What follows belongs to an exercise in optimizing a design on an open flow for small area; a production flow would make more cautious choices. The RTL was checked by simulation tests, not by an equivalence proof against the original design.

<file path="run.sh">
#!/bin/bash
# synth_recipe.tcl (not shown) runs the flow's synth.tcl, then flattens the netlist and writes it again
# the make line also repeats each setting of config.mk as NAME=value (left out here)
make -C /OpenROAD-flow-scripts/flow DESIGN_CONFIG=/design/flow/config.mk WORK_HOME=/design/flow/orfs CLKGATE_MAP_FILE= SYNTH_SCRIPT=/design/flow/synth_recipe.tcl finish
</file>
<file path="config.mk">
export PLATFORM = sky130hd
export DESIGN_NAME = top
export DESIGN_NICKNAME = top
export VERILOG_FILES = /design/flow/design.v
export SDC_FILE = /design/flow/constraint.sdc
export NUM_CORES = 4
export LEC_CHECK = 0
export CAP_MARGIN = 20
export CORE_MARGIN = 2
export CORE_UTILIZATION = 40
export SLEW_MARGIN = 20
</file>
<file path="constraint.sdc">
create_clock -name core_clock -period 50.0 [get_ports {clk}]
set_input_delay 10.0000 -clock core_clock [delete_from_list [all_inputs] [get_ports {clk}]]
set_output_delay 10.0000 -clock core_clock [all_outputs]
set_load 0.01 [all_outputs]
</file>
<file path="design.v">
module clock_divider(
    input clk,          
    input reset,        
    output reg CLK1Hz,  
    output tick         
);
    parameter DIV = 4;                   
    localparam CW = (DIV > 1) ? $clog2(DIV) : 1;
    reg [CW-1:0] counter;                
    assign tick = (counter == DIV - 1) && !CLK1Hz;
    always @(posedge clk or posedge reset) begin
        if (reset) begin
            counter <= 0;               
            CLK1Hz <= 0;                
        end else begin
            if (counter == DIV - 1) begin
                counter <= 0;           
                CLK1Hz <= ~CLK1Hz;      
            end else begin
                counter <= counter + 1;  
            end
        end
    end
endmodule
module edge_detector(
    input clk,
    input rst,
    input signal_in,
    output reg pulse_out
);
    reg signal_d1, signal_d2;
    always @(posedge clk or posedge rst) begin
        if (rst) begin
            signal_d1 <= 0;
            signal_d2 <= 0;
            pulse_out <= 0;
        end else begin
            signal_d1 <= signal_in;
            signal_d2 <= signal_d1;
            pulse_out <= signal_d1 & ~signal_d2;  
        end
    end
endmodule
module entry_exit_fsm(
    input clk,
    input rst,
    input entry_pulse,
    input exit_pulse,
    input [1:0] count,
    output reg allow_entry,
    output reg allow_exit,
    output reg alarm
);
    always @(posedge clk or posedge rst) begin
        if (rst) begin
            allow_entry <= 0;
            allow_exit <= 0;
            alarm <= 0;
        end else begin
            allow_entry <= 0;
            allow_exit <= 0;
            alarm <= 0;
            if (entry_pulse) begin
                if (count < 3) allow_entry <= 1;
                else alarm <= 1;
            end
            if (exit_pulse) begin
                if (count > 0) allow_exit <= 1;
                else alarm <= 1;
            end
        end
    end
endmodule
module counter (
    input clk,
    input rst_n,
    input up,
    input down,
    output full,
    output empty,
    output reg [1:0] count   
);
always @(posedge clk or negedge rst_n) begin
  if (!rst_n)
    count <= 2'b00;
  else if (up && !down && count < 2'b11)   
    count <= count + 1'b1;
  else if (down && !up && count > 2'b00)   
    count <= count - 1'b1;
end
assign full = (count == 2'b11);   
assign empty = (count == 2'b00);  
endmodule
module timestamp_buffer #(
    parameter TIME_WIDTH = 16
)(
    input wire clk,
    input wire rst,
    input wire entry,
    input wire exit,
    input wire [TIME_WIDTH-1:0] global_time,
    output reg [TIME_WIDTH-1:0] oldest_time,
    output reg [1:0] count
);
    reg [TIME_WIDTH-1:0] buffer [2:0];
    reg [1:0] head, tail;
    always @(posedge clk or posedge rst) begin
        if (rst) begin
            head <= 0;
            tail <= 0;
            count <= 0;
            oldest_time <= 0;
        end else begin
            if (entry && count < 3) begin
                buffer[tail] <= global_time;
                tail <= (tail + 1) % 3;
                count <= count + 1;
            end
            if (exit && count > 0) begin
                oldest_time <= buffer[head];
                head <= (head + 1) % 3;
                count <= count - 1;
            end
        end
    end
endmodule
module cost_calculator #(
    parameter TIME_WIDTH = 16,
    parameter COST_WIDTH = 16
)(
    input wire [TIME_WIDTH-1:0] global_time,
    input wire [TIME_WIDTH-1:0] oldest_time,
    input wire [7:0] rate,
    input wire enable,
    output reg [COST_WIDTH-1:0] cost,
    output reg [TIME_WIDTH-1:0] duration
);
    always @(*) begin
        if (enable) begin
            if (global_time >= oldest_time) begin
                duration = global_time - oldest_time;
                cost = duration * rate;
            end else begin
                duration = 0;
                cost = 0;
            end
        end else begin
            duration = 0;
            cost = 0;
        end
    end
endmodule
module sevenSegments (bcd,dec);
input [3:0]bcd;
output reg [6:0] dec;
always@(bcd)
		begin 
			case(bcd)
				4'b0000 : dec = ~7'b1111110;  
				4'b0001 : dec = ~7'b0110000;  
				4'b0010 : dec = ~7'b1101101;  
				4'b0011 : dec = ~7'b1111001;  
				4'b0100 : dec = ~7'b0110011;  
				4'b0101 : dec = ~7'b1011011;  
				4'b0110 : dec = ~7'b1011111;  
				4'b0111 : dec = ~7'b1110000;  
			default : dec = ~7'b1111110;  
			endcase 
		end
endmodule
module top (
    input clk,
    input rst,
    input up,
    input down,
    input raw_entry,
    input raw_exit,
    input [7:0] rate,
    output [6:0] seg_car,
    output [6:0] seg_cost1,
    output [6:0] seg_cost0,
    output full,
    output empty,
    output alarm
);
    wire tick_1Hz;
    clock_divider clk_div_inst(
        .clk(clk),
        .reset(rst),
        .CLK1Hz(),
        .tick(tick_1Hz)
    );
    reg [15:0] global_time;
    always @(posedge clk or posedge rst) begin
        if (rst) global_time <= 0;
        else if (tick_1Hz) global_time <= global_time + 1;
    end
    wire entry_pulse, exit_pulse;
    edge_detector entry_ed(
        .clk(clk),
        .rst(rst),
        .signal_in(raw_entry),
        .pulse_out(entry_pulse)
    );
    edge_detector exit_ed(
        .clk(clk),
        .rst(rst),
        .signal_in(raw_exit),
        .pulse_out(exit_pulse)
    );
    wire allow_entry_wire, allow_exit_wire;
    wire [1:0] car_count;
    entry_exit_fsm fsm_inst(
        .clk(clk),
        .rst(rst),
        .entry_pulse(entry_pulse),
        .exit_pulse(exit_pulse),
        .count(car_count),
        .allow_entry(allow_entry_wire),
        .allow_exit(allow_exit_wire),
        .alarm(alarm)
    );
    counter car_counter(
        .clk(clk),
        .rst_n(~rst),
        .up(allow_entry_wire),
        .down(allow_exit_wire),
        .count(car_count),
        .full(full),
        .empty(empty)
    );
    wire [15:0] oldest_time;
    timestamp_buffer ts_buffer(
        .clk(clk),
        .rst(rst),
        .entry(allow_entry_wire),
        .exit(allow_exit_wire),
        .global_time(global_time),
        .oldest_time(oldest_time),
        .count()
    );
    wire [15:0] cost;
    cost_calculator calc_inst(
        .global_time(global_time),
        .oldest_time(oldest_time),
        .rate(rate),
        .enable(allow_exit_wire),
        .cost(cost),
        .duration()
    );
    wire [3:0] car_count_bcd = {2'b00, car_count};
    wire [3:0] cost_tens_bcd = (cost / 10) % 10;
    wire [3:0] cost_units_bcd = cost % 10;
    sevenSegments car_display(
        .bcd(car_count_bcd),
        .dec(seg_car)
    );
    sevenSegments cost_tens(
        .bcd(cost_tens_bcd),
        .dec(seg_cost1)
    );
    sevenSegments cost_units(
        .bcd(cost_units_bcd),
        .dec(seg_cost0)
    );
endmodule
</file>
==> results.txt <==
## sequential cells by signal (all words and copies together) (netlist names)
signal                 flops
fsm_inst.allow_exit        1
ts_buffer.count            2
ts_buffer.tail             2
fsm_inst.alarm             1
fsm_inst.allow_entry       1
exit_ed.signal_d1          1
entry_ed.signal_d1         1
clk_div_inst.counter       2
entry_ed.signal_d2         1
exit_ed.signal_d2          1
ts_buffer.oldest_time     16
car_counter.count          2
clk_div_inst.CLK1Hz        1
global_time               16
exit_ed.pulse_out          1
ts_buffer.buffer          48
entry_ed.pulse_out         1
ts_buffer.head             2
## cell usage in the layout (no fill, tap or decap), drive strengths merged, types with 23 or more instances in the layout
master,count
nor3,49
edfxtp,48
o211ai,23
inv,141
and2,66
nand3,59
nor2,147
ha,65
xor2,23
o21ai,93
dfrtp,52
mux2i,27
and3,25
xnor2,72
a21oi,114
a21o,24
clkdlybuf4s50,34
a211oi,27
nor2b,31
nand2,179
fa,61
## cell families (layout without fill, tap and decap cells)
logic type                 Yosys count  after routing  synth area share, %
and+or+nand+nor                    673            673                 24.8
other                                1              1               0.0274
xor gates and xnor gates            99             99                 6.91
adders and majority gates          132            132                 15.3
DFF                                100            100                 20.0
buffers and inverters              205            200                 5.88
AOI/OAI and AO/OA                  470            470                 23.9
muxes                               39             39                 3.11
## critical path: cells and delay by family
| kind | cells | cell delay, ns |
|---|---|---|
| adder cells (fa/ha/maj) | 7 | 2.53 |
| AO/OA/AOI/OAI | 24 | 7.32 |
| buffers and inverters | 8 | 2.14 |
| AND/OR/NAND/NOR | 17 | 5.92 |
| multiplexers | 3 | 1.06 |
| XOR/XNOR | 4 | 1.35 |
## per-layer routing
layer | vias up | wire, um
met5 | - | 0
met4 | 0 | 547
met3 | 44 | 1240
met2 | 293 | 16200
met1 | 5980 | 16700
li1 | 6168 | -
## final timing paths
kind,start,end,slack [ns],cells after the start
setup / recovery,rate[2],seg_cost1[1],9.64,63
hold / removal,entry_ed.signal_d1,entry_ed.signal_d2,0.37,0
setup reg to reg,fsm_inst.allow_entry,ts_buffer.buffer[0][12],47.86,2
hold reg to reg,entry_ed.signal_d1,entry_ed.signal_d2,0.37,0
max in group asynchronous,rst,ts_buffer.oldest_time[14],39.40,3
min in group asynchronous,rst,exit_ed.signal_d2,10.15,3
## final cells by class
class	instances	share of cell area [%]
clock inverter	7	0.476
inverter	139	3.55
sequential	100	18.6
clock buffer	9	1.53
multi-input combinational	1414	69.1
timing repair buffer	45	2.86
tap	448	3.81
## metrics by stage
stage               hold slack [ns]  util (%)  worst slack (ns)  instances
finish                        0.372      43.7              9.64       2162
global placement              0.352      42.8              9.88       2145
detailed placement            0.359      42.8              9.82       2145
floorplan                     0.347         -             14.33       1719
CTS                           0.376      43.7              9.79       2161
global route                  0.390      43.7              8.09       2162
==> results.tsv <==
stage	metric	value	unit
critical_path	crit_top_cell	inv_1	
timing	setup_viol	0	
logic_synthesis	syn-cell-area	13700	um2
placement	routabilityCongestion	0.885	
placement	port_buffers	34	
detailed_routing	drcViolationCount	0	
grt	grt_use_total	19.4	%
cts	clk-insertion-delay-late	0.35	ns
grt	grt_pass1_vias	11900	
timing	fmax	24.8	MHz
floorplanning	ioPinCount	38	
logic_synthesis	ys_seq_area_share	20.0	%
timing	rsz0062_at_grt	no	
placement	hpwlAfterDp	26900	um
grt	grt_pass1_wl	58800	um
detailed_routing	firstDrtPassIters	5	
timing	final.setup.tns	0	ns
grt	met2_usage	33.2	%
critical_path	slowest_stage	clkdlybuf4s50_1	
cells_and_area	regArea	2740	um2
detailed_routing	vias	12500	
cells_and_area	antenna_cells	0	
cells_and_area	multi_input_area	10200	um2
timing	finClkSkew	0.00823	ns
cells_and_area	area_growth	7.36	%
critical_path	required	40.00	ns
logic_synthesis	ys_top_cells_by_area	edfxtp_1 11%, dfrtp_1 9.5%, fa_1 8.9%	
floorplanning	rows	67	
flow_run	cap_violations	0	
cts	path_clk_slew	0.07	ns
logic_synthesis	synthesis.nets	1859	
cts	cts_tree	done	
grt	grt_overflow	0	
timing	finalMaxSlewViolations	0	
critical_path	endpoint_kind	output port	
cts	cts_resized	0	
timing	hold_viol	0	
timing	finalCritPeriodShare	80.7	%
logic_synthesis	synth_ff_type	dfrtp_1	
timing	min_period	40.36	ns
cts	cts_max_path_buffers	2	
logic_synthesis	synth_top_area_share	10.5	%
cts	cts-buffers-inserted	9	
detailed_routing	viasPerCell	5.77	
critical_path	path_max_fanout	28	
cells_and_area	fin_nets	1849	
cells_and_area	fillers	3334	
floorplanning	die_w	189	um
logic_synthesis	synth_largest_area_cell	edfxtp_1	
logic_synthesis	synth-async-reset-ratio	52.0	%
logic_synthesis	yosysWarnings	9	
outcome	status	complete, no violations	
timing	slew_headroom	28.5	%
critical_path	path_class	in -> out	
grt	antenna_found_initial	0	
logic_synthesis	synth_edf_count	48	
min_path	hold_class	reg -> reg	
grt	use_met3	1.56	%
floorplanning	initial_core_util	40.7	%
critical_path	cp_slowest_stage_delay	0.82	ns
cells_and_area	finalInstanceArea	14700	um2
cells_and_area	drive_gt1_share	5.43	%
critical_path	arrival	30.36	ns
placement	placed_cell_area	14400	um2
grt	grt_max_degree	56	
detailed_routing	ant_nets	0	
grt	grt_use_met1	26.6	%
detailed_routing	totalWireLength	34700	um
floorplanning	dieArea	35700	um2
cts	cts-root-buf	clkbuf_16	
cts	clock-sinks	100	
cts	cts_setup_buffers	0	
cts	cts_hold_buffers	0	
logic_synthesis	avgSynthCellArea	7.97	um2
floorplanning	die_y	189	um
detailed_routing	wl_per_cell	16.1	um
logic_synthesis	yosys-top-cells-count	178 x nand2_1, 146 x nor2_1, 136 x inv_1, 110 x a21oi_1, 80 x o21ai_0	
critical_path	crit_path_start_kind	input port	
logic_synthesis	ys_seq_elements	100	
cts	ctsHtreeMaxLevel	3	
floorplanning	placeableCoreArea	33600	um2
logic_synthesis	syn_inst	1719	
grt	top_usage_layer	met2	
detailed_routing	drt_iter0_drc	963	
logic_synthesis	yosysMostFrequentCell	nand2_1	
logic_synthesis	yosysUniqueCellTypes	118	
timing	tightestPinTransition	1.07	ns

[separate check: timing with driven ports]
No port has a modelled driver above. Below, the same layout with a new extraction and two added sets of constraints.
Step 1: set_driving_cell puts a clkbuf_16 on clk and a buf_2 on each other input, an assumption about the parent block.
Step 2 times the ports against the registers' clock, not the clock port: input delays grow and output delays shrink by t, the midpoint of the rising clock arrivals with the driver on.
Three values: ideal, step 1, step 2; two values: the first two.
t, ns: 0.376
slack for setup (ns): 9.641 / 9.619 / 9.619
latest minus earliest clock arrival (ns): 0.009 / 0.009
After both steps setup and hold are still met in this run. For this run, drivers alone change the setup slack by -0.022 ns; drivers and shift together by -0.022 ns.
